What follows belongs to an exercise in optimizing a design on an open flow for small area and a short achievable clock period; a production flow would make more cautious choices.
The RTL was checked by simulation tests, not by an equivalence proof against the original design.
The clock port is modelled as an ideal driver; clocking choices that lean on that would not hold on a real chip.
Power is estimated from default activity; no workload was simulated.

==> inputs of v17 <==
// vedic_multiplier_32x32_pipelined
module vedic_multiplier_32x32_pipelined(
    input clk,
    input [31:0] a, b,
    output reg [63:0] result_32x32
);
Settings: LEC_CHECK=0, ABC_AREA=1, CAP_MARGIN=50, CORE_MARGIN=2, CORE_UTILIZATION=55, CTS_CLUSTER_DIAMETER=120, CTS_CLUSTER_SIZE=26, SLEW_MARGIN=70, SYNTH_HIERARCHICAL=1, SYNTH_MINIMUM_KEEP_SIZE=0; clock period 11.5 ns.
standard.sh (not shown) runs the stock make flow with config.mk's settings and CLKGATE_MAP_FILE= SYNTH_SCRIPT=/design/flow/synth_recipe.tcl, a recipe that flattens the netlist after the stock synthesis.
==> flow/flow/run.sh <==
#!/bin/bash
# Own layout flow: the standard ORFS flow (standard.sh, unchanged synthesis),
# with the I/O port buffers made of sky130_fd_sc_hd__buf_2 cells instead of the
# delay-cell buffer that buffer_ports picks by default.
# make's full output goes to standard_flow.log here; ORFS keeps each step's log
# under orfs/logs/.
set -euo pipefail
bash standard.sh "BUFFER_PORTS_ARGS=-buffer_cell sky130_fd_sc_hd__buf_2" finish > standard_flow.log 2>&1
==> v4 (differences from v17) <==
--- a/flow/config.mk
+++ b/flow/config.mk
@@ -10,6 +10,4 @@
 export CORE_MARGIN = 2
 export CORE_UTILIZATION = 55
-export CTS_CLUSTER_DIAMETER = 120
-export CTS_CLUSTER_SIZE = 26
 export SLEW_MARGIN = 70
 export SYNTH_HIERARCHICAL = 1
==> notes <==
- v4 completed without violations. v17 went through all stages and came out clean.
- Non-clock buffer count: v4 is lower than v17 (1).
- Synthesized area is the same in v17 and v4.
- Synthesized cell count is the same in v17 and v4.
- Of v4 and v17, v4 has the higher power (gap about 8%, measured against v17).
- Between v17 and v4, the lower via count is in v17 (gap 0.96%, measured against v4).
- Critical path depth is the same in v17 and v4.
- In combinational power, v4 and v17 hardly differ.
- In v17 the clock-buffer cell count is lower than in v4, by 41.
- Between v17 and v4, the lower clock power is in v17 (gap about 45%, measured against v4).
==> figures <==
quantity	v4	v17
Result of the run	timing/DRC/antenna clean	timing/DRC/antenna clean
Wire length of the first global-routing pass	150000 µm	149000 µm
Post-route worst setup slack	8.14 ns	8.14 ns
H-tree level count	2	1
Hold path endpoint	p3[16]$_DFF_P_	result_32x32[1]$_DFF_P_
Clock buffer count in the final layout	68	27
Number of global-route vias before repair	24700	24300
Max Freq	0.298 GHz	0.298 GHz
Sum of met3 wire segment lengths after detailed routing	11900 µm	11100 µm
Multi-input gate share of the layout cell area	0.573	0.591
Final std cell area, no fill	0.0366 mm²	0.0355 mm²
Routed wire length per instance	25.5 µm	25.7 µm
Met1 Resource Use GR	0.441	0.443
Worst-skew pair later-pin latency	0.62 ns	0.61 ns
Count of routing violations after the opening detailed-route iteration	2606	2488
ClkCell Share	0.0484	0.0185
Worst-Margin Slew	0.457 ns	0.455 ns
Sequential cell fraction of total power	0.289	0.311
Post-route worst hold slack	0.322 ns	0.319 ns

* * *

==> inputs of garnet <==
Another version of the RTL of vedic_multiplier_32x32_pipelined (not shown whole).
==> flow/config.mk <==
export PLATFORM = sky130hd
export DESIGN_NAME = vedic_multiplier_32x32_pipelined
export DESIGN_NICKNAME = vedic_multiplier_32x32_pipelined
export VERILOG_FILES = /design/flow/design.v
export SDC_FILE = /design/flow/constraint.sdc
export NUM_CORES = 4
export LEC_CHECK = 0
export ABC_AREA = 1
export CAP_MARGIN = 50
export CORE_MARGIN = 2
export CORE_UTILIZATION = 55
export CTS_CLUSTER_DIAMETER = 120
export CTS_CLUSTER_SIZE = 26
export SLEW_MARGIN = 70
export SYNTH_HIERARCHICAL = 1
export SYNTH_MINIMUM_KEEP_SIZE = 0
==> flow/constraint.sdc <==
create_clock -name core_clock -period 11.5 [get_ports {clk}]
set_input_delay 2.3000 -clock core_clock [delete_from_list [all_inputs] [get_ports {clk}]]
set_output_delay 2.3000 -clock core_clock [all_outputs]
set_load 0.01 [all_outputs]
==> flow/flow/run.sh <==
#!/bin/bash
# Own layout flow: the standard ORFS flow (standard.sh, unchanged synthesis)
# with two changes:
#  - the I/O port buffers are sky130_fd_sc_hd__buf_2 cells instead of the
#    delay-cell buffer that buffer_ports picks by default;
#  - after CTS, post_cts.tcl drops the clock tree's root buffer when it only
#    feeds the few first-level clock buffers (one stage less for every register).
# make's full output goes to standard_flow.log here; ORFS keeps each step's log
# under orfs/logs/.
set -euo pipefail
here=$(pwd)
bash standard.sh "BUFFER_PORTS_ARGS=-buffer_cell sky130_fd_sc_hd__buf_2" \
  "POST_CTS_TCL=$here/flow/post_cts.tcl" finish > standard_flow.log 2>&1
==> flow/flow/post_cts.tcl <==
set block [ord::get_db_block]
set clknet [[$block findBTerm clk] getNet]
set loads {}
foreach it [$clknet getITerms] { lappend loads $it }
if {[llength $loads] == 1} {
  set root [[lindex $loads 0] getInst]
  set master [[$root getMaster] getName]
  set out [$root findITerm X]
  if {[string match "sky130_fd_sc_hd__clkbuf_*" $master] && $out ne "NULL"} {
    set onet [$out getNet]
    set sinks {}
    foreach it [$onet getITerms] {
      if {[$it getInst] ne $root} { lappend sinks $it }
    }
    set ok [expr {[llength $sinks] <= 4 && [llength [$onet getBTerms]] == 0}]
    foreach it $sinks {
      if {![string match "sky130_fd_sc_hd__clkbuf_*" [[[$it getInst] getMaster] getName]]} { set ok 0 }
    }
    if {$ok} {
      puts "post_cts: removing root clock buffer [$root getName] ($master), port clk now feeds [llength $sinks] buffers"
      foreach it $sinks { $it disconnect; $it connect $clknet }
      [lindex $loads 0] disconnect
      odb::dbInst_destroy $root
      odb::dbNet_destroy $onet
    } else {
      puts "post_cts: root clock buffer kept"
    }
  }
}
==> willow: changes against garnet <==
- CAP_MARGIN: 50 -> 30
- GPL_TIMING_DRIVEN: default -> 0
- SLEW_MARGIN: 70 -> 50
==> violet: changes against garnet <==
- CAP_MARGIN: 50 -> 30
- PLACE_DENSITY: default -> 0.75
- SLEW_MARGIN: 70 -> 50
==> impl_metrics.ini <==
[pwr]
clock_net_power_uw = 961

[global_routing]
grt_first_pass_wirelength_mm = 142

[setup_path]
r2r_end = r2[100]
startpoint = one8
crit_cells = 6
crit_path_end_kind = register

[status]
status = timing/DRC/antenna clean

[placement]
dp.cells = 3673

[final_layout]
buffer_area_frac = 0.0310
That was violet.
==> impl_metrics.ini <==
[setup_path]
r2r_end = r2[66]
crit_cells = 1
crit_path_end_kind = output pin

[hold_path]
hp-class = register to register

[placement]
dp.cells = 3703

[final_layout]
buffer_area_frac = 0.0632

[global_routing]
grt_first_pass_wirelength_mm = 148

[status]
status = timing/DRC/antenna clean

[pwr]
clock_net_power_uw = 956
That was garnet.
==> impl_metrics.ini <==
[global_routing]
grt_overflow = 0

[setup_path]
r2r-start = a_r[8]
crit_cells = 7
worstPathArrival_ns = 4.00
startpoint = a_r[8]
crit_path_end_kind = register
r2r_end = r2[70]

[final_layout]
buffer_area_frac = 0.0539

[synth]
ys_seq_area_frac = 0.322
yosys_warnings = 7

[pwr]
p_seq_frac = 0.296
swShare = 0.444

[routing]
drt-total-wl_mm = 116

[sta]
setup_viol_count_final = 0

[die]
rows = 90

[placement]
dp.cells = 3909

[status]
status = timing/DRC/antenna clean
That was willow.

port drivers added, routing unchanged:
How much do the figures lean on ideal ports? The routed layouts below were timed once more, with nothing changed but the port constraints. Step 1 assumes that a clkbuf_16 drives the clock port and a buf_2 every other input. Step 2 moves the port delays by t, midway between the first and last clock arrival at a register: inputs arrive t later, outputs are due t later. That takes back most of the time a late clock gives input paths. Slacks: no drivers / after step 1 / after step 2; pairs: no drivers / after step 1.
run | shift t [ns] | setup WS [ns] | worst hold slack (ns) | cell pins on the clock port's net
v17 | 0.659 | 8.145 / 8.076 / 8.340 | 0.319 / 0.319 / 0.319 | 1
v4 | 0.663 | 8.142 / 8.077 / 8.313 | 0.322 / 0.322 / 0.322 | 1
garnet | 0.557 | 8.262 / 8.174 / 8.549 | 0.324 / 0.324 / 0.324 | 2
willow | 0.532 | 7.816 / 7.816 / 7.816 | 0.310 / 0.310 / 0.310 | 2
violet | 0.532 | 8.073 / 8.073 / 8.073 | 0.327 / 0.327 / 0.327 | 2
After both steps every run listed still meets setup and hold.
